Background: an optimization exercise with open tools, aiming at small area. Do not read the settings as production practice. The RTL was checked by simulation tests, not by an equivalence proof against the original design. No activity file was given, so power comes from the tool's default toggle rates.

`flow/config.mk`:
```
export PLATFORM = sky130hd
export DESIGN_NAME = wrapper_register_file
export DESIGN_NICKNAME = wrapper_register_file
export VERILOG_FILES = /design/flow/design.v
export SDC_FILE = /design/flow/constraint.sdc
export NUM_CORES = 4
export LEC_CHECK = 0
export CAP_MARGIN = 20
export CORE_MARGIN = 2
export CORE_UTILIZATION = 40
export SLEW_MARGIN = 20
export SYNTH_HIERARCHICAL = 1
export SYNTH_MINIMUM_KEEP_SIZE = 0
```
`flow/constraint.sdc`:
```
create_clock -name core_clock -period 7.0 [get_ports {clk}]
set_input_delay 1.4000 -clock core_clock [delete_from_list [all_inputs] [get_ports {clk}]]
set_output_delay 1.4000 -clock core_clock [all_outputs]
set_load 0.01 [all_outputs]
```
`flow/design.v`:
```
module ff #(
parameter WHIDT = 32
)
(
		input		[WHIDT-1 : 0] d, 
		input 	clk, 
		input		enable,
		output 	[WHIDT-1 : 0] q
);
		reg 		[WHIDT-1 : 0] q6;
   always @(posedge clk) begin
      if(enable)
         q6 <= d;
   end
  assign q = q6;
endmodule
module cp5x32 
#( 
parameter SIZE = 5
)(
input [SIZE-1:0] entrada,  
input enable,
output [31:0] salida
);
genvar i;
generate
	for (i = 0; i < 32; i = i + 1) begin: dec
		if (i == 0) begin: zero
			assign salida[i] = 1'b0;
		end else begin: sel
			assign salida[i] = enable & (entrada == i);
		end
	end
endgenerate
endmodule
module Registers_32
#(
	parameter WIDTH = 32
)
(
	input clk, reset,
	input [WIDTH-1:0] Rd,
	input [31:0] CP_o,
	output [31:0] valid,
	output [WIDTH*32-1:0] q
	);
assign valid[0] = 1'b0;
assign q[WIDTH-1:0] = {WIDTH{1'b0}};
genvar i;
generate
	for (i = 1; i < 32; i = i + 1) begin: Reg
		ff #(.WHIDT(WIDTH)) data (.d(Rd), .clk(clk), .enable(CP_o[i]), .q(q[WIDTH*i +: WIDTH]));
		reg v;
		always @(posedge clk or negedge reset) begin
			if (!reset)
				v <= 1'b0;
			else if (CP_o[i])
				v <= 1'b1;
		end
		assign valid[i] = v;
	end
endgenerate
endmodule
module MUX32_1
#(
	parameter WIDTH = 32,
	parameter SIZE = 5
	)
   (
	input [WIDTH*32-1:0] q,
	input [31:0] valid,
   input [SIZE-1:0] selec,
   output [WIDTH-1:0] data_out
	);
wire [31:0] sel;
rd_dec dec (.valid(valid), .selec(selec), .sel(sel));
genvar i, b;
generate
	for (b = 0; b < WIDTH; b = b + 1) begin: bt
		wire [31:0] d;
		for (i = 0; i < 32; i = i + 1) begin: col
			assign d[i] = q[WIDTH*i + b];
		end
		rd_bit rb (.d(d[31:1]), .sel(sel[31:1]), .y(data_out[b]));
	end
endgenerate
endmodule
module rd_dec (
	input [31:0] valid,
	input [4:0] selec,
	output [31:0] sel
	);
genvar i;
generate
	for (i = 0; i < 32; i = i + 1) begin: dec
		assign sel[i] = valid[i] & (selec == i);
	end
endgenerate
endmodule
module rd_bit (
	input [31:1] d,
	input [31:1] sel,
	output y
	);
wire [10:0] n;    
genvar j;
generate
	for (j = 0; j < 10; j = j + 1) begin: g
		rf_aoi222 a (.a1(d[3*j+1]), .b1(sel[3*j+1]), .a2(d[3*j+2]), .b2(sel[3*j+2]),
		             .a3(d[3*j+3]), .b3(sel[3*j+3]), .y(n[j]));
	end
endgenerate
rf_nand2 t (.a(d[31]), .b(sel[31]), .y(n[10]));
wire [2:0] p;     
rf_nand4 n0 (.a(n[0]), .b(n[1]), .c(n[2]), .d(n[3]), .y(p[0]));
rf_nand4 n1 (.a(n[4]), .b(n[5]), .c(n[6]), .d(n[7]), .y(p[1]));
rf_nand3 n2 (.a(n[8]), .b(n[9]), .c(n[10]), .y(p[2]));
rf_or3 o (.a(p[0]), .b(p[1]), .c(p[2]), .y(y));
endmodule
module rf_aoi222 (input a1, b1, a2, b2, a3, b3, output y);
assign y = ~((a1 & b1) | (a2 & b2) | (a3 & b3));
endmodule
module rf_nand2 (input a, b, output y);
assign y = ~(a & b);
endmodule
module rf_nand3 (input a, b, c, output y);
assign y = ~(a & b & c);
endmodule
module rf_nand4 (input a, b, c, d, output y);
assign y = ~(a & b & c & d);
endmodule
module rf_or3 (input a, b, c, output y);
assign y = a | b | c;
endmodule
module reg_file #(
parameter WIDTH = 32,
parameter SIZE = 5
)(
input clk,
input reset,
input	reg_write_i, 		 
input [SIZE-1:0] read_register_1_i,  
input [SIZE-1:0] read_register_2_i,  
input [SIZE-1:0] write_register_i,   
input [WIDTH-1:0] write_data_i,		 
output [WIDTH-1:0] read_data_1_o, 
output [WIDTH-1:0] read_data_2_o  
);
wire [31:0] wsel;     
wire [31:0] valid;    
wire [WIDTH*32-1:0] q;
cp5x32 wdec (.entrada(write_register_i), .enable(reg_write_i), .salida(wsel));
Registers_32 #(.WIDTH(WIDTH)) R32 (
	.clk(clk), .reset(reset), .Rd(write_data_i), .CP_o(wsel),
	.valid(valid), .q(q));
MUX32_1 #(.WIDTH(WIDTH)) MUX1 (.q(q), .valid(valid), .selec(read_register_1_i), .data_out(read_data_1_o));
MUX32_1 #(.WIDTH(WIDTH)) MUX2 (.q(q), .valid(valid), .selec(read_register_2_i), .data_out(read_data_2_o));
endmodule
module wrapper_register_file #(
	parameter WIDTH = 32,
	parameter SIZE = 5
)(
	input clk,
	input reset,
	input	reg_write_i, 						 
	input [SIZE-1:0] read_register_1_i,  
	input [SIZE-1:0] read_register_2_i,  
	input [SIZE-1:0] write_register_i,   
	input [WIDTH-1:0] write_data_i,		 
	output [WIDTH-1:0] read_data_1_o, 
	output [WIDTH-1:0] read_data_2_o  
);
reg_file registerfile (
	.clk(clk), .reset(reset), 
	.reg_write_i(reg_write_i),
	.read_register_1_i(read_register_1_i), 
	.read_register_2_i(read_register_2_i),
	.write_register_i(write_register_i), 
	.write_data_i(write_data_i),	
	.read_data_1_o(read_data_1_o),
	.read_data_2_o(read_data_2_o) 
);
endmodule
```
`flow/run.sh`:
```
#!/bin/bash
# synth_recipe.tcl (not shown) runs the flow's synth.tcl, then flattens the netlist and writes it again
# the make line also repeats each setting of config.mk as NAME=value (left out here)
make -C /OpenROAD-flow-scripts/flow DESIGN_CONFIG=/design/flow/config.mk WORK_HOME=/design/flow/orfs CLKGATE_MAP_FILE= SYNTH_SCRIPT=/design/flow/synth_recipe.tcl finish
```
==> summary.txt, run 1 <==
Min path
The type of the tightest min-delay check is register to register.

Synthesis
The average footprint of a synthesized cell is about 18 um^2. The number of warnings printed during yosys synthesis is 8. The number of nets handed over by synthesis was ~2200.

The cell count after synthesis is 2185. Summing every instance area after synthesis gives approximately 0.04 mm^2.

Route
The routed via count divided by cell count is ~7.7. After the first detailed-routing iteration, the DRC count stood at around 8000. The count of vias placed by the detailed router is around 30000. The number of antenna-violating nets in the routed design is 0. The final layout contains routed wiring with a total length of approximately 160000 um.

Before antenna repair, the detailed router went through 14 iterations. The routed length per instance is around 40 um. In the routed design, unresolved DRC markers number 0.

Placed design
Routability-driven placement finished with a final weighted congestion of about 0.9. Detailed placement finished with a half-perimeter wire length of between 80000 and 90000 um. The number of port buffers is between 100 and 150.

The area of placed instances is around 0.044 mm^2.

Timing
The number of slew-limit violations in the final report came to 0. Counting I/O delays and the setup requirement, the final critical path takes between 6 and 7 ns. For the pin with the worst max-slew slack, the measured transition is around 1.2 ns. The number of failing hold endpoints at the final stage is 0. Clock skew on the completed layout was measured at 0 ns. Setup repair after global routing left no endpoint under its margin. The sum of negative setup slack is 0 ns.

The share of the clock period used by the worst path after layout is 0.918. Based on the critical path, the design can be clocked at up to approximately 160 MHz. Setup violations remaining at the end of the flow were counted as 0. The worst max-slew margin expressed relative to the limit is 0.176.

Setup path
Traced cell by cell, the critical path runs through clkdlybuf4s50_1 > and3b_2 > and3_2 > a222oi_1 > nand4_1 > or3_1 > clkdlybuf4s50_1. The biggest fanout along the worst timing path is 32. The number of stages on the worst setup path is 7.

The kind of launch point of the worst setup path is an input pin. The category of cells accounting for the largest share of critical-path delay is simple AND/OR/NAND/NOR gates. The number of buffers and inverters on the critical path is 2. The data required time at the worst endpoint is 5.60 ns. By startpoint and endpoint, the worst setup path is classified as input pin to output pin.

The worst setup path endpoint is read_data_1_o[2]. The worst setup path is captured at an output pin. For this run, the slowest stage of the critical path takes just over 0.6 ns.

The count of cells along the worst register-to-register path is 1. The worst register-to-register path begins at registerfile.R32.Reg[14].v. The source of the critical timing path is read_register_1_i[1].

Data arrives at the worst endpoint at between 5 and 6 ns. The slowest stage of the critical path belongs to the cell clkdlybuf4s50_1. By instance count, the cell type seen most on the critical path is clkdlybuf4s50_1. The setup check on the worst reg-to-reg path leaves a slack of 6.24 ns.

The end of the worst register-to-register path is registerfile.R32.Reg[14].v.

Global route
The initial antenna violation count is 16. The largest net degree at the start of global routing is 34. Global routing finished with a remaining overflow of 0. The first global-routing pass estimated approximately 210000 um of wire. The global-route usage over all layers is 0.293.

The via count of the first global-routing pass is ~29000.

Cells and area
Compared with the post-synthesis result, the final layout area differs by 16.7%. The final net count is ~2500. The share of layout cells above drive strength 1 is 0.136. The total non-filler cell area in the finished layout is approximately 0.047 mm^2.

The total of fill cells in the finished design is approximately 8300.

Clock network
The clock latency at the later pin of the worst-skew pair is ~0.67 ns. The hold buffer count at CTS is 0. TritonCTS built the clock tree. TritonCTS created 99 clock buffers. The root cell of the clock tree is clkbuf_16. The longest clock path from root to sink contains 3 buffers. The maximum level of the CTS H-tree is 3.

Counting every sink on the clock net gives ~1000. The number of gates given a new drive strength after cts is 0. After clock tree synthesis, the clock-pin slew on the worst setup and hold paths is around 0.060 ns. The post-CTS setup-driven buffer insertion count is 0.

Status
The flow ran to the end and the layout has no timing, DRC or antenna violations.

Die
The core region is ~0.1 mm^2. The die covers 0.103 mm^2. The die is between 300 and 400 um wide. The number of rows in the core area is between 100 and 150.

For this configuration, the core starts out at a cell density of 0.401. The boundary pin count is approximately 110. Measured along the y axis, the die boundary spans between 300 and 400 um.

Power and ir drop
The cell leakage power is around 15 nW. The largest vdd supply drop is just over 200 uV. Dividing total power by cell area gives a power density of around 280 mW/mm^2.

Job
The max-cap check violation count is 0.
registers in the layout (all words and copies together) (netlist names):
register,cells
registerfile.R32.Reg.data.q6,992
registerfile.R32.Reg.v,31
worst min path at each step:
stage / from / end / slack (ns) / depth (start not counted)
2_1_floorplan: registerfile.R32.Reg[10].v / registerfile.R32.Reg[10].v / 0.43 / 1
3_3_place_gp: registerfile.R32.Reg[24].v / registerfile.R32.Reg[24].v / 0.46 / 1
3_5_place_dp: registerfile.R32.Reg[9].v / registerfile.R32.Reg[9].v / 0.46 / 1
4_1_cts: registerfile.R32.Reg[9].v / registerfile.R32.Reg[9].v / 0.48 / 1
5_1_grt: registerfile.R32.Reg[6].v / registerfile.R32.Reg[6].v / 0.49 / 1
6_report: registerfile.R32.Reg[2].v / registerfile.R32.Reg[2].v / 0.48 / 1
routing by layer:
metal / GRT usage / wire length [um] / up-vias
li1: - / - / 11300
met1: 0.379 / 53300 / 14900
met2: 0.442 / 68200 / 2918
met3: 0.0940 / 24800 / 494
met4: 0.148 / 8590 / 12
met5: 0.00615 / 174 / -
power by group:
| group | total, mW | leakage, nW | switching (mW) | internal [mW] |
|---|---|---|---|---|
| combinational | 0.855 | 4.11 | 0.562 | 0.293 |
| sequential | 6.89 | 9.29 | 0.0622 | 6.83 |
| clock | 5.13 | 1.50 | 2.29 | 2.84 |
| total | 12.9 | 14.9 | 2.92 | 9.96 |
stage by stage:
step | std cells | setup slack, ns | total power, mW | hold slack, ns | util
2_1_floorplan | 2185 | 2.68 | 7.34 | 0.435 | -
3_3_place_gp | 3672 | 0.871 | 7.83 | 0.456 | 0.439
3_5_place_dp | 3672 | 0.785 | 7.85 | 0.461 | 0.439
4_1_cts | 3849 | 0.774 | 12.9 | 0.477 | 0.469
5_1_grt | 3850 | 0.616 | 13.2 | 0.493 | 0.469
6_report | 3853 | 0.572 | 12.9 | 0.478 | 0.469
layout by cell type (no fill, tap or decap), drive strengths merged, types with 35 or more instances in the layout:
cell           instances
nand4                129
clkdlybuf4s50         93
clkinv                44
edfxtp               992
a222oi               640
or3                   64
nor2                  35
nand3                 64
clkbuf               121
buf                  131
nand2                 65
and3                  64
cell type report:
type	instances	area, um^2	share of cell area
Multi-Input combinational cell	1128	9490	0.203
Tap cell	1298	1620	0.0348
Antenna cell	3	7.51	0.000161
Clock buffer	121	2580	0.0552
Sequential cell	1023	30600	0.654
Timing Repair Buffer	224	2010	0.0430
Clock inverter	56	457	0.00977
==> inputs of run 2 (changes only) <==
--- a/flow/config.mk
+++ b/flow/config.mk
@@ -8,6 +8,8 @@
 export CAP_MARGIN = 20
 export CORE_MARGIN = 2
 export CORE_UTILIZATION = 40
+export CTS_CLUSTER_DIAMETER = 80
+export CTS_CLUSTER_SIZE = 30
 export SLEW_MARGIN = 20
 export SYNTH_HIERARCHICAL = 1
 export SYNTH_MINIMUM_KEEP_SIZE = 0
==> summary.txt, run 2 <==
Clock network
The maximum level of the CTS H-tree is 2 (-1). In this run the clock root is driven by a clkbuf_16. The hold buffer count at CTS is 0 (unchanged). The clock latency at the later pin of the worst-skew pair was 0.64 ns (-0.03 ns). The number of buffers inserted during clock tree synthesis came to 43 (-57%).

The number of gates given a new drive strength after cts is 0 (unchanged). The post-CTS setup-driven buffer insertion count is 0 (unchanged). TritonCTS built the clock tree.

The clock input transition at the sequential cells of the worst setup and hold paths is 0.09 ns (+0.03 ns). The sink count of the clock tree is 1023 (unchanged). The worst-case clock buffer depth was 3 (unchanged).

Route
The detailed-routing iteration count for the pre-antenna-repair pass was 12 (-2). The routed via count divided by cell count was 7.79 (+1.2%). The final wirelength is 154000 um (-0.89%). The routed length per instance is 41.0 um (+1.8%).

The number of design-rule violations left by the first detailed-router iteration is 8427 (+3.9%). The number of DRC violations after detailed routing is 0 (unchanged). The count of vias placed by the detailed router was 29200 (-1.4%). The number of antenna-violating nets in the routed design is 0 (unchanged).

Cells and area
The top cell types in the final layout, fill and taps aside, are edfxtp_1 (992), a222oi_1 (640), nand4_1 (129). The total of fill cells in the finished design is 8430 (+1.5%). The fraction of the core area covered by cells at the end of the flow came to 0.452 (-0.0168). The number of flip-flops under the largest register name was 992 (unchanged). The most common cell after layout, fill and taps aside is edfxtp_1.

The register with the most flip-flops is registerfile.R32.Reg.data.q6. The total non-filler cell area in the finished layout came to 0.0451 mm^2 (-3.6%). The final net count is 2469 (-2.3%). The final non-filler cell total is 3751 (-2.6%). The largest registers in the layout are registerfile.R32.Reg.data.q6 (992), registerfile.R32.Reg.v (31).

Compared with the post-synthesis result, the final layout area differs by 12.6%. The share of layout cells above drive strength 1 is 0.109 (-0.0263).

Job
The max-cap check violation count came to 0 (unchanged).

Global route
The via count of the first global-routing pass came to 27800 (-2.8%). The largest net degree at the start of global routing came to 34 (unchanged). The aggregate global routing overflow is 0 (unchanged).

The first-pass GRT wire length came to 210000 um (-1.3%). The global-route usage over all layers is 0.288 (-0.00428). The initial antenna violation count is 16 (unchanged).

Setup path
The type of the worst setup path is input pin to output pin. The biggest fanout along the worst timing path is 32 (unchanged). The worst setup path is launched from an input pin.

The data arrival time of the worst path is 4.95 ns (-0.08 ns). The data required time at the worst endpoint is 5.60 ns (about the same). The worst setup path is captured at an output pin.

Die
The horizontal extent of the die was 320 um (unchanged). The boundary pin count is 114 (unchanged). The chip height is 320 um (unchanged). The overall die area was 0.103 mm^2 (unchanged).

The number of rows in the core area is 116 (unchanged). The area of the core is 0.0997 mm^2 (unchanged). The effective utilization at floorplan is 0.401 (unchanged).

Synthesis
The net count after synthesis came to 2235 (unchanged). The cell count after synthesis is 2185 (unchanged). The average footprint of a synthesized cell was 18.3 um^2 (unchanged). The number of warnings printed during yosys synthesis is 8 (unchanged). The summed instance area of the synthesized netlist was 0.0400 mm^2 (unchanged).

Timing
The number of slew-limit violations in the final report came to 0 (unchanged). The total of endpoints with negative setup slack in the final report is 0 (unchanged). The final-layout worst hold slack was 0.483 ns (+0.00569 ns).

The worst-case clock skew is 0 ns (unchanged). The number of failing hold endpoints at the final stage is 0 (unchanged). The sum of negative setup slack is 0 ns (unchanged).

The share of the clock period used by the worst path after layout is 0.907 (-0.0108). The achievable clock frequency is 157 MHz (+1.2%). The pin slew with the least headroom to its limit is 1.25 ns (+0.0159 ns). The time the final worst path needs with I/O delays and setup is 6.35 ns (-0.0757 ns). Setup repair after global routing left no endpoint under its margin.

The worst max-slew margin expressed relative to the limit is 0.166 (-0.0106). The post-route worst setup slack was 0.648 ns (+0.0757 ns).

Placed design
The setup slack after placement is 0.785 ns (unchanged). The number of port buffers came to 113 (unchanged). The area of placed instances is 0.0438 mm^2 (unchanged). The number of cells in the design after placement is 3672 (unchanged). The weighted congestion reported at the end of routability-driven placement is 0.921 (unchanged).

The half-perimeter wire length after detailed placement is 89100 um (unchanged).

Min path
The type of the tightest min-delay check is register to register.

Power and ir drop
The total power consumption of the routed design is 10.9 mW (-15%). The largest vdd supply drop is 230 uV (+11%). The power density normalized to cell area came to 243 mW/mm^2 (-12%).

The cell leakage power was 14.1 nW (-5.8%).

Status
The flow ran to the end and the layout has no timing, DRC or antenna violations.
==> run 2: per-layer routing <==
layer | vias up | share of wire | GRT usage
li1 | 11100 | - | -
met1 | 14700 | 0.34 | 0.380
met2 | 2891 | 0.44 | 0.443
met3 | 459 | 0.16 | 0.0829
met4 | 12 | 0.052 | 0.132
met5 | - | 0.00046 | 0
==> run 2: layout make-up <==
class,count,area [um^2],share of cell area
diodes,9,22.5,0.000500
flip-flops and latches,1023,30600,0.678
multi-input cells,1128,9490,0.211
clock inverters,18,219,0.00486
well taps,1298,1620,0.0360
clock buffers,52,1140,0.0253
repair buffers,223,2000,0.0444
==> run 2: path summary, 6_finish.rpt <==
path                       slack [ns]                  startpoint                          to  depth (start not counted)
max                              0.65        read_register_1_i[1]            read_data_1_o[2]                          7
min                              0.48   registerfile.R32.Reg[2].v   registerfile.R32.Reg[2].v                          1
max reg2reg                      6.22  registerfile.R32.Reg[14].v  registerfile.R32.Reg[14].v                          1
min reg2reg                      0.48   registerfile.R32.Reg[2].v   registerfile.R32.Reg[2].v                          1
max in group asynchronous        5.55                       reset  registerfile.R32.Reg[11].v                          2
min in group asynchronous        1.14                       reset  registerfile.R32.Reg[17].v                          2
==> run 2: worst max-delay path: stages <==
cell             delay, ns
clkdlybuf4s50_1       0.62
and3b_2               0.28
and3_2                0.61
a222oi_1              0.58
nand4_1               0.44
or3_1                 0.50
clkdlybuf4s50_1       0.50
==> run 2: report_power, final <==
part           switching [mW]  internal [mW]  leakage (nW)
sequential             0.0626           6.82          9.29
combinational           0.562          0.292          4.11
clock                    1.91           1.29         0.652
==> inputs of run 3 (changes only) <==
==> flow/flow/run.sh (new file) <==
#!/bin/bash
# The standard ORFS layout (standard.sh, with the standard synthesis), with two
# changes: the port buffers are the smallest buffer cell, and clock tree
# synthesis clusters up to 30 flip-flops per leaf buffer without dummy loads.
set -euo pipefail
export BUFFER_PORTS_ARGS="-buffer_cell sky130_fd_sc_hd__buf_1"
export CTS_ARGS="-sink_clustering_enable -repair_clock_nets -sink_clustering_size 30 -sink_clustering_max_diameter 80 -dont_use_dummy_load"
bash standard.sh > standard.log 2>&1
==> flow/standard.sh (new file) <==
#!/bin/bash
# synth_recipe.tcl (not shown) runs the flow's synth.tcl, then flattens the netlist and writes it again
# the make line also repeats each setting of config.mk as NAME=value (left out here)
make -C /OpenROAD-flow-scripts/flow DESIGN_CONFIG=/design/flow/config.mk WORK_HOME=/design/flow/orfs CLKGATE_MAP_FILE= SYNTH_SCRIPT=/design/flow/synth_recipe.tcl "${@:-finish}"
removed: flow/run.sh
==> summary.txt, run 3 <==
Status
The run finished with no timing, DRC or antenna violations.

Die
The horizontal extent of the die is 320 um (unchanged). The overall die area is 0.103 mm^2 (unchanged). The chip height is 320 um (unchanged). The boundary pin count is 114 (unchanged). The area of the core is 0.0997 mm^2 (unchanged).

The number of rows in the core area was 116 (unchanged). The effective utilization at floorplan is 0.401 (unchanged).

Synthesis
The summed instance area of the synthesized netlist is 0.0400 mm^2 (unchanged). The number of warnings printed during yosys synthesis is 8 (unchanged). The net count after synthesis is 2235 (unchanged). The average footprint of a synthesized cell is 18.3 um^2 (unchanged). The cell count after synthesis is 2185 (unchanged).

Cells and area
The register with the most flip-flops is registerfile.R32.Reg.data.q6. The layout overhead on the synthesized area is 9.77%. The final net count came to 2455 (-0.57%). The combined flip-flop and latch cell area is 0.0306 mm^2 (unchanged). The multi-input combinational cell area is 0.00948 mm^2 (about the same). The largest registers in the layout are registerfile.R32.Reg.data.q6 (992), registerfile.R32.Reg.v (31). Leaving out fill and tap cells, the most frequent cells in the layout are edfxtp_1 (992), a222oi_1 (640), nand4_1 (129). Leaving out fill and tap cells, the most frequent cell in the layout is edfxtp_1.

The total of fill cells in the finished design is 8638 (+2.5%). The share of layout cells above drive strength 1 was 0.0916 (-0.0177). The number of flip-flops under the largest register name is 992 (unchanged).

Setup path
For this design, the slowest cell found on the critical path is and3_1. The critical path's most frequent cell is buf_1. The kind of launch point of the worst setup path is an input pin.

The data required time at the worst endpoint is 5.60 ns (about the same). The type of the worst setup path is input pin to output pin. The setup slack of the most critical reg-to-reg path was 6.23 ns (about the same). The biggest fanout along the worst timing path is 22 (-31%). The data arrival time of the worst path is 4.21 ns (-0.74 ns).

The source of the critical timing path is read_register_1_i[2]. The count of cells along the worst register-to-register path is 1 (unchanged). The end of the worst register-to-register path is registerfile.R32.Reg[13].v.

The worst register-to-register path begins at registerfile.R32.Reg[13].v. The delay of the slowest cell on the worst path was 0.67 ns (+0.05 ns). The kind of capture point of the worst setup path is an output pin. The critical path goes through buf_1 > nor3b_2 > and3_1 > buf_4 > a222oi_1 > nand4_1 > or3_1 > buf_1.

Route
The top layer used by detailed routing is met5. The count of vias placed by the detailed router is 28100 (-3.6%). The detailed-routed wire length on met3 is 20200 um (-17%). The number of design-rule violations left by the first detailed-router iteration is 8065 (-4.3%).

The routed via count divided by cell count is 7.60 (-2.4%). The number of antenna-violating nets in the routed design is 0 (unchanged). The routed length on met1 is 51300 um (-3.4%). The final wirelength came to 142000 um (-7.3%). The number of DRC violations after detailed routing is 0 (unchanged).

The routed length per instance is 38.5 um (-6.2%). The detailed-routing iteration count for the pre-antenna-repair pass is 12 (unchanged). The detailed route wirelength on metal2 is 64100 um (-6.1%).

Timing
The sum of negative setup slack was 0 ns (unchanged). Setup repair after global routing left no endpoint under its margin. The pin slew with the least headroom to its limit is 1.24 ns (-0.0157 ns).

The number of slew-limit violations in the final report is 0 (unchanged). The final-layout worst hold slack is 0.489 ns (+0.00516 ns). The number of failing hold endpoints at the final stage is 0 (unchanged).

The worst max-slew margin expressed relative to the limit was 0.176 (+0.0105). The achievable clock frequency is 178 MHz (+13%). The share of the clock period used by the worst path after layout came to 0.802 (-0.105). The post-route worst setup slack is 1.39 ns (+0.738 ns). The worst-case clock skew is 0 ns (unchanged). The total of endpoints with negative setup slack in the final report is 0 (unchanged). The time the final worst path needs with I/O delays and setup is 5.61 ns (-0.738 ns).

Global route
The global-route usage over all layers is 0.269 (-0.0196). The via count of the first global-routing pass is 27600 (-0.92%). The first-pass GRT wire length came to 199000 um (-5.0%). The largest net degree at the start of global routing is 34 (unchanged). The aggregate global routing overflow is 0 (unchanged). The initial antenna violation count is 4 (-12).

Clock network
The clock latency at the later pin of the worst-skew pair is 0.66 ns (+0.02 ns). The number of buffers inserted during clock tree synthesis came to 44 (+2.3%). TritonCTS built the clock tree. The maximum level of the CTS H-tree is 2 (unchanged). The number of gates given a new drive strength after cts is 0 (unchanged).

The sink count of the clock tree is 1023 (unchanged). The clock input transition at the sequential cells of the worst setup and hold paths was 0.11 ns (+0.02 ns). The post-CTS setup-driven buffer insertion count is 0 (unchanged). The tree is rooted in a clkbuf_16. The worst-case clock buffer depth came to 3 (unchanged). The hold buffer count at CTS is 0 (unchanged).

Placed design
The weighted congestion reported at the end of routability-driven placement is 0.922 (about the same). The setup slack after placement is 1.47 ns (+0.686 ns). The number of port buffers is 113 (unchanged). The half-perimeter wire length after detailed placement is 82200 um (-7.8%).

Power and ir drop
The power density normalized to cell area is 239 mW/mm^2 (-1.4%). The cell leakage power is 13.6 nW (-3.5%). The largest vdd supply drop is 167 uV (-27%).

Min path
The destination of the worst hold path is registerfile.R32.Reg[1].v. The startpoint of the tightest hold check path is registerfile.R32.Reg[1].v. The number of cells traversed by the worst hold path was 1 (unchanged).

The worst hold path belongs to the class register to register.

Job
The max-cap check violation count was 0 (unchanged).
-- run 3: critical path: cells and delay by family --
kind / cells / cell delay, ns
simple gates: 4 / 1.68
buf+inv: 3 / 0.93
compound gates: 1 / 0.17
-- run 3: worst max path at each step --
stage | depth (start not counted) | slack (ns) | to
2_1_floorplan | 5 | 2.68 | read_data_1_o[0]
3_3_place_gp | 8 | 1.57 | read_data_1_o[18]
3_5_place_dp | 8 | 1.47 | read_data_1_o[18]
4_1_cts | 8 | 1.47 | read_data_1_o[18]
5_1_grt | 8 | 1.30 | read_data_1_o[27]
6_report | 8 | 1.39 | read_data_1_o[18]
-- run 3: per-stage QoR --
stage               instance area [um^2]  total power [mW]  cells   util
floorplan                          40000              7.34   2185      -
global placement                   42800              7.70   3654  0.429
detailed placement                 42800              7.72   3657  0.429
CTS                                43900              10.5   3701  0.441
global route                       43900              10.8   3702  0.441
finish                             43900              10.5   3704  0.441
-- run 3: layout make-up --
cell class,count,area share
Sequential cell,1023,0.696
Clock buffer,44,0.0251
Timing Repair Buffer,208,0.0264
Multi-Input combinational cell,1128,0.216
Tap cell,1298,0.0370
Antenna cell,3,0.000171
-- run 3: report_power, final --
| group | leakage, nW | total [mW] | switching [mW] | internal (mW) |
|---|---|---|---|---|
| sequential | 9.29 | 6.88 | 0.0587 | 6.82 |
| combinational | 3.73 | 0.729 | 0.536 | 0.193 |
| clock | 0.542 | 2.91 | 1.78 | 1.13 |
-- run 3: metal layers --
metal | track usage | vias up
met5 | 0 | -
met4 | 0.120 | 2
met3 | 0.0513 | 333
met2 | 0.415 | 2512
met1 | 0.371 | 14300
li1 | - | 11000
==> inputs of run 4 (changes only) <==
--- a/flow/design.v
+++ b/flow/design.v
@@ -20,16 +20,41 @@
 )(
 input [SIZE-1:0] entrada,  
 input enable,
+output [31:0] salida_lo,
+output [31:0] salida_hi
+);
+wire [3:0] pa_n;
+wire [7:0] pb_n;
+wr_pre pre (.entrada(entrada), .enable(enable), .pa_n(pa_n), .pb_n(pb_n));
+wr_bank lo (.pa_n(pa_n), .pb_n(pb_n), .salida(salida_lo));
+wr_bank hi (.pa_n(pa_n), .pb_n(pb_n), .salida(salida_hi));
+endmodule
+module wr_pre (
+input [4:0] entrada,
+input enable,
+output [3:0] pa_n,
+output [7:0] pb_n
+);
+genvar k;
+generate
+	for (k = 0; k < 4; k = k + 1) begin: a
+		assign pa_n[k] = ~(enable & (entrada[1:0] == k));
+	end
+	for (k = 0; k < 8; k = k + 1) begin: b
+		assign pb_n[k] = ~(entrada[4:2] == k);
+	end
+endgenerate
+endmodule
+module wr_bank (
+input [3:0] pa_n,
+input [7:0] pb_n,
 output [31:0] salida
 );
+assign salida[0] = 1'b0;
 genvar i;
 generate
-	for (i = 0; i < 32; i = i + 1) begin: dec
-		if (i == 0) begin: zero
-			assign salida[i] = 1'b0;
-		end else begin: sel
-			assign salida[i] = enable & (entrada == i);
-		end
+	for (i = 1; i < 32; i = i + 1) begin: dec
+		assign salida[i] = ~(pa_n[i % 4] | pb_n[i / 4]);
 	end
 endgenerate
 endmodule
@@ -40,7 +65,8 @@
 (
 	input clk, reset,
 	input [WIDTH-1:0] Rd,
-	input [31:0] CP_o,
+	input [31:0] CP_o,      
+	input [31:0] CP_o_hi,   
 	output [31:0] valid,
 	output [WIDTH*32-1:0] q
 	);
@@ -49,7 +75,8 @@
 genvar i;
 generate
 	for (i = 1; i < 32; i = i + 1) begin: Reg
-		ff #(.WHIDT(WIDTH)) data (.d(Rd), .clk(clk), .enable(CP_o[i]), .q(q[WIDTH*i +: WIDTH]));
+		ff #(.WHIDT(WIDTH/2)) data_lo (.d(Rd[WIDTH/2-1:0]), .clk(clk), .enable(CP_o[i]), .q(q[WIDTH*i +: WIDTH/2]));
+		ff #(.WHIDT(WIDTH-WIDTH/2)) data_hi (.d(Rd[WIDTH-1:WIDTH/2]), .clk(clk), .enable(CP_o_hi[i]), .q(q[WIDTH*i+WIDTH/2 +: WIDTH-WIDTH/2]));
 		reg v;
 		always @(posedge clk or negedge reset) begin
 			if (!reset)
@@ -146,12 +173,12 @@
 output [WIDTH-1:0] read_data_1_o, 
 output [WIDTH-1:0] read_data_2_o  
 );
-wire [31:0] wsel;     
+wire [31:0] wsel, wsel_hi;     
 wire [31:0] valid;    
 wire [WIDTH*32-1:0] q;
-cp5x32 wdec (.entrada(write_register_i), .enable(reg_write_i), .salida(wsel));
+cp5x32 wdec (.entrada(write_register_i), .enable(reg_write_i), .salida_lo(wsel), .salida_hi(wsel_hi));
 Registers_32 #(.WIDTH(WIDTH)) R32 (
-	.clk(clk), .reset(reset), .Rd(write_data_i), .CP_o(wsel),
+	.clk(clk), .reset(reset), .Rd(write_data_i), .CP_o(wsel), .CP_o_hi(wsel_hi),
 	.valid(valid), .q(q));
 MUX32_1 #(.WIDTH(WIDTH)) MUX1 (.q(q), .valid(valid), .selec(read_register_1_i), .data_out(read_data_1_o));
 MUX32_1 #(.WIDTH(WIDTH)) MUX2 (.q(q), .valid(valid), .selec(read_register_2_i), .data_out(read_data_2_o));
==> flow/flow/run.sh (replaced) <==
#!/bin/bash
# The standard ORFS layout (standard.sh, with the standard synthesis), with two
# changes: the port buffers are the smallest buffer cell, and clock tree
# synthesis clusters up to 30 flip-flops per leaf buffer (clkbuf_16 leaves,
# clkbuf_8 above them) without dummy loads.
set -euo pipefail
export BUFFER_PORTS_ARGS="-buffer_cell sky130_fd_sc_hd__buf_1"
export CTS_ARGS="-sink_clustering_enable -repair_clock_nets -sink_clustering_size 30 -sink_clustering_max_diameter 80 -root_buf sky130_fd_sc_hd__clkbuf_8 -tree_buf sky130_fd_sc_hd__clkbuf_8 -sink_clustering_buffer sky130_fd_sc_hd__clkbuf_16 -dont_use_dummy_load"
bash standard.sh > standard.log 2>&1
==> summary.txt, run 4 <==
Timing
The time the final worst path needs with I/O delays and setup came to 5.57 ns (-0.0412 ns). The post-route worst setup slack is 1.43 ns (+0.0412 ns). Setup repair after global routing left no endpoint under its margin. The share of the clock period used by the worst path after layout came to 0.796 (-0.00588). The pin slew with the least headroom to its limit was 1.23 ns (-0.00634 ns). The number of failing hold endpoints at the final stage is 0 (unchanged). The number of slew-limit violations in the final report is 0 (unchanged).

The sum of negative setup slack was 0 ns (unchanged). The worst max-slew margin expressed relative to the limit is 0.180 (+0.00423). The total of endpoints with negative setup slack in the final report is 0 (unchanged). The worst-case clock skew is 0 ns (unchanged). The achievable clock frequency is 179 MHz (+0.74%).

Setup path
The biggest fanout along the worst timing path is 19 (-14%). The data arrival time of the worst path is 4.17 ns (-0.04 ns). The kind of launch point of the worst setup path is an input pin. The data required time at the worst endpoint came to 5.60 ns (about the same). The setup slack of the most critical reg-to-reg path is 6.23 ns (about the same).

The launch instance of the worst register-to-register path is registerfile.R32.Reg[17].v. The source of the critical timing path is read_register_2_i[4]. The kind of capture point of the worst setup path is an output pin. The type of the worst setup path is input pin to output pin.

Clock network
The number of gates given a new drive strength after cts came to 0 (unchanged). The sink count of the clock tree is 1023 (unchanged). The worst-case clock buffer depth is 3 (unchanged). The clock latency at the later pin of the worst-skew pair is 0.71 ns (+0.05 ns). TritonCTS built the clock tree. The clock input transition at the sequential cells of the worst setup and hold paths was 0.09 ns (-0.02 ns). The cell sitting at the root of the clock tree is a clkbuf_8. The post-CTS setup-driven buffer insertion count came to 0 (unchanged). The hold buffer count at CTS was 0 (unchanged). The maximum level of the CTS H-tree came to 2 (unchanged). The number of buffers inserted during clock tree synthesis is 43 (-2.3%).

Route
The number of antenna-violating nets in the routed design came to 0 (unchanged). The count of vias placed by the detailed router is 28300 (+0.53%). The routed length per instance is 38.3 um (-0.52%).

The routed via count divided by cell count is 7.50 (-1.3%). The number of design-rule violations left by the first detailed-router iteration is 8009 (-0.69%). The detailed-routing iteration count for the pre-antenna-repair pass is 13 (+1). The number of DRC violations after detailed routing was 0 (unchanged).

The final wirelength is 144000 um (+1.4%).

Power and ir drop
The sequential fraction of design power is 0.660 (+0.006). The power density normalized to cell area is 236 mW/mm^2 (-1.6%). The total power consumption of the routed design is 10.4 mW (-0.87%). The internal power consumption came to 8.05 mW (-1.2%). The net switching component of the power is 2.38 mW (+0.26%). The switching fraction of total power is 0.228 (+0.00257). The clock power share is 0.269 (-0.008). The largest vdd supply drop was 149 uV (-11%). The combinational group share of total power is 0.072 (+0.003). The cell leakage power is 13.8 nW (+1.6%).

Synthesis
The cell count after synthesis is 2219 (+1.6%). The summed instance area of the synthesized netlist is 0.0402 mm^2 (+0.40%). The number of warnings printed during yosys synthesis is 8 (unchanged). The average footprint of a synthesized cell was 18.1 um^2 (-1.1%). The net count after synthesis came to 2269 (+1.5%).

Die
The chip height is 321 um (+0.20%). The horizontal extent of the die was 321 um (+0.20%). The area of the core is 0.0999 mm^2 (+0.15%).

The effective utilization at floorplan is 0.402 (+0.00101). The number of rows in the core area is 116 (unchanged). The overall die area was 0.103 mm^2 (+0.39%).

The boundary pin count is 114 (unchanged).

Min path
The type of the tightest min-delay check is register to register. The startpoint of the tightest hold check path is registerfile.R32.Reg[30].v.

Job
The max-cap check violation count is 0 (unchanged).

Global route
The first-pass GRT wire length is 200000 um (+0.20%). The initial antenna violation count is 7 (+3). The via count of the first global-routing pass came to 27300 (-1.1%). The aggregate global routing overflow came to 0 (unchanged).

The largest net degree at the start of global routing was 33 (-2.9%). The global-route usage over all layers is 0.270 (+0.00122).

Cells and area
The area growth from synthesis to layout is 10.1%. The total non-filler cell area in the finished layout is 0.0442 mm^2 (+0.69%). The most common cell after layout, fill and taps aside is edfxtp_1. The final net count is 2524 (+2.8%). The share of layout cells above drive strength 1 is 0.105 (+0.0132). In the final layout, the registers with the most flip-flops are registerfile.R32.Reg.data_hi.q6 (496), registerfile.R32.Reg.data_lo.q6 (496), registerfile.R32.Reg.v (31). The total of fill cells in the finished design is 8644 (+0.069%).

The library cells used most frequently in the layout, excluding fill and tap cells, are edfxtp_1 (992), a222oi_1 (640), nand4_1 (128).

Placed design
The number of port buffers is 113 (unchanged). The setup slack after placement was 1.52 ns (+0.0530 ns). The half-perimeter wire length after detailed placement is 84700 um (+3.1%).

The area of placed instances is 0.0432 mm^2 (+0.81%). The weighted congestion reported at the end of routability-driven placement is 0.921 (-0.14%).

Status
The flow ran to the end and the layout has no timing, DRC or antenna violations.
==> run 4: cell types whose count changed in the layout (fill, tap and decap cells not counted), sizes merged, moves of 2 or more <==
cell     previous run  this run
buf               200       238
nand2b              2         0
nand3              64        66
nand3b              0         5
nand4b              3         0
nand4bb             3         0
nor2               35        66
or3b                0         4
==> run 4: critical path, stage by stage <==
cell      delay, ns
buf_1          0.24
nor2b_1        0.34
and3_1         0.82
buf_4          0.47
a222oi_1       0.15
nand4_1        0.23
or3_1          0.31
buf_1          0.19
==> run 4: area by class of cell <==
type	instances	area, um^2	share of cell area
multi-input cells	1159	9540	0.216
diodes	4	10.0	0.000226
flip-flops and latches	1023	30600	0.691
well taps	1298	1620	0.0367
clock buffers	43	1020	0.0230
repair buffers	247	1490	0.0337
==> run 4: per-layer routing <==
metal	vias to the layer above	GRT usage	wire (um)
li1	11200	-	-
met2	2537	0.404	63600
met3	313	0.0750	22000
met1	14200	0.368	51700
met5	-	0	49
met4	8	0.120	7110
==> run 4: path summary, 6_finish.rpt <==
kind | endpoint | depth (start not counted)
max reg2reg | registerfile.R32.Reg[17].v | 1
max in group asynchronous | registerfile.R32.Reg[28].v | 1
min reg2reg | registerfile.R32.Reg[30].v | 1
max | read_data_2_o[20] | 8
min in group asynchronous | registerfile.R32.Reg[27].v | 1
min | registerfile.R32.Reg[30].v | 1
==> run 4: power groups by stage <==
| stage | clock (mW) | sequential [mW] | combinational [mW] |
|---|---|---|---|
| global placement | 0 | 7.01 | 0.707 |
| detailed placement | 0 | 7.02 | 0.722 |
| global route | 3.03 | 6.89 | 0.773 |
| CTS | 2.82 | 6.87 | 0.725 |
| floorplan | 0 | 7.00 | 0.345 |
| finish | 2.80 | 6.88 | 0.748 |
==> run 4: through the flow <==
stage                     std cells  utilization  hold WS, ns
final                          3774        0.443        0.482
after CTS                      3769        0.443        0.485
after detailed placement       3726        0.432        0.461
after global routing           3772        0.443        0.503
after global placement         3719        0.431        0.453
after floorplan                2219            -        0.435

-- afterwards: timing with drivers on the ports --
Ports are ideal in the flow. The routed layouts listed here were re-timed in OpenROAD. Step 1, drivers: a clkbuf_16 drives clk and a buf_2 each remaining input, both assumed. Step 2, shift: input delay + t, output delay - t, t = (earliest + latest rising clock arrival at the registers) / 2. This alone moves slack from input paths to output paths. Three values: no drivers, after step 1, after step 2; two values: the first two.
| run | t (ns) | slack for setup (ns) | hold WS [ns] | latest minus earliest clock arrival (ns) | slew at the worst register clock pin (ns) |
|---|---|---|---|---|---|
| run 1 | 0.736 | 0.572 / 0.547 / 0.547 | 0.478 / 0.478 / 0.478 | 0.032 / 0.031 | 0.07 / 0.07 |
| run 2 | 0.714 | 0.648 / 0.623 / 0.623 | 0.483 / 0.483 / 0.483 | 0.036 / 0.037 | 0.11 / 0.11 |
| run 3 | 0.696 | 1.386 / 1.360 / 1.360 | 0.489 / 0.489 / 0.489 | 0.070 / 0.070 | 0.12 / 0.12 |
| run 4 | 0.812 | 1.427 / 1.399 / 1.399 | 0.482 / 0.482 / 0.482 | 0.082 / 0.081 | 0.12 / 0.12 |
After both steps setup and hold are still met in every run listed. For run 4, which loses most, drivers alone change the setup slack by -0.028 ns; drivers and shift together by -0.028 ns.
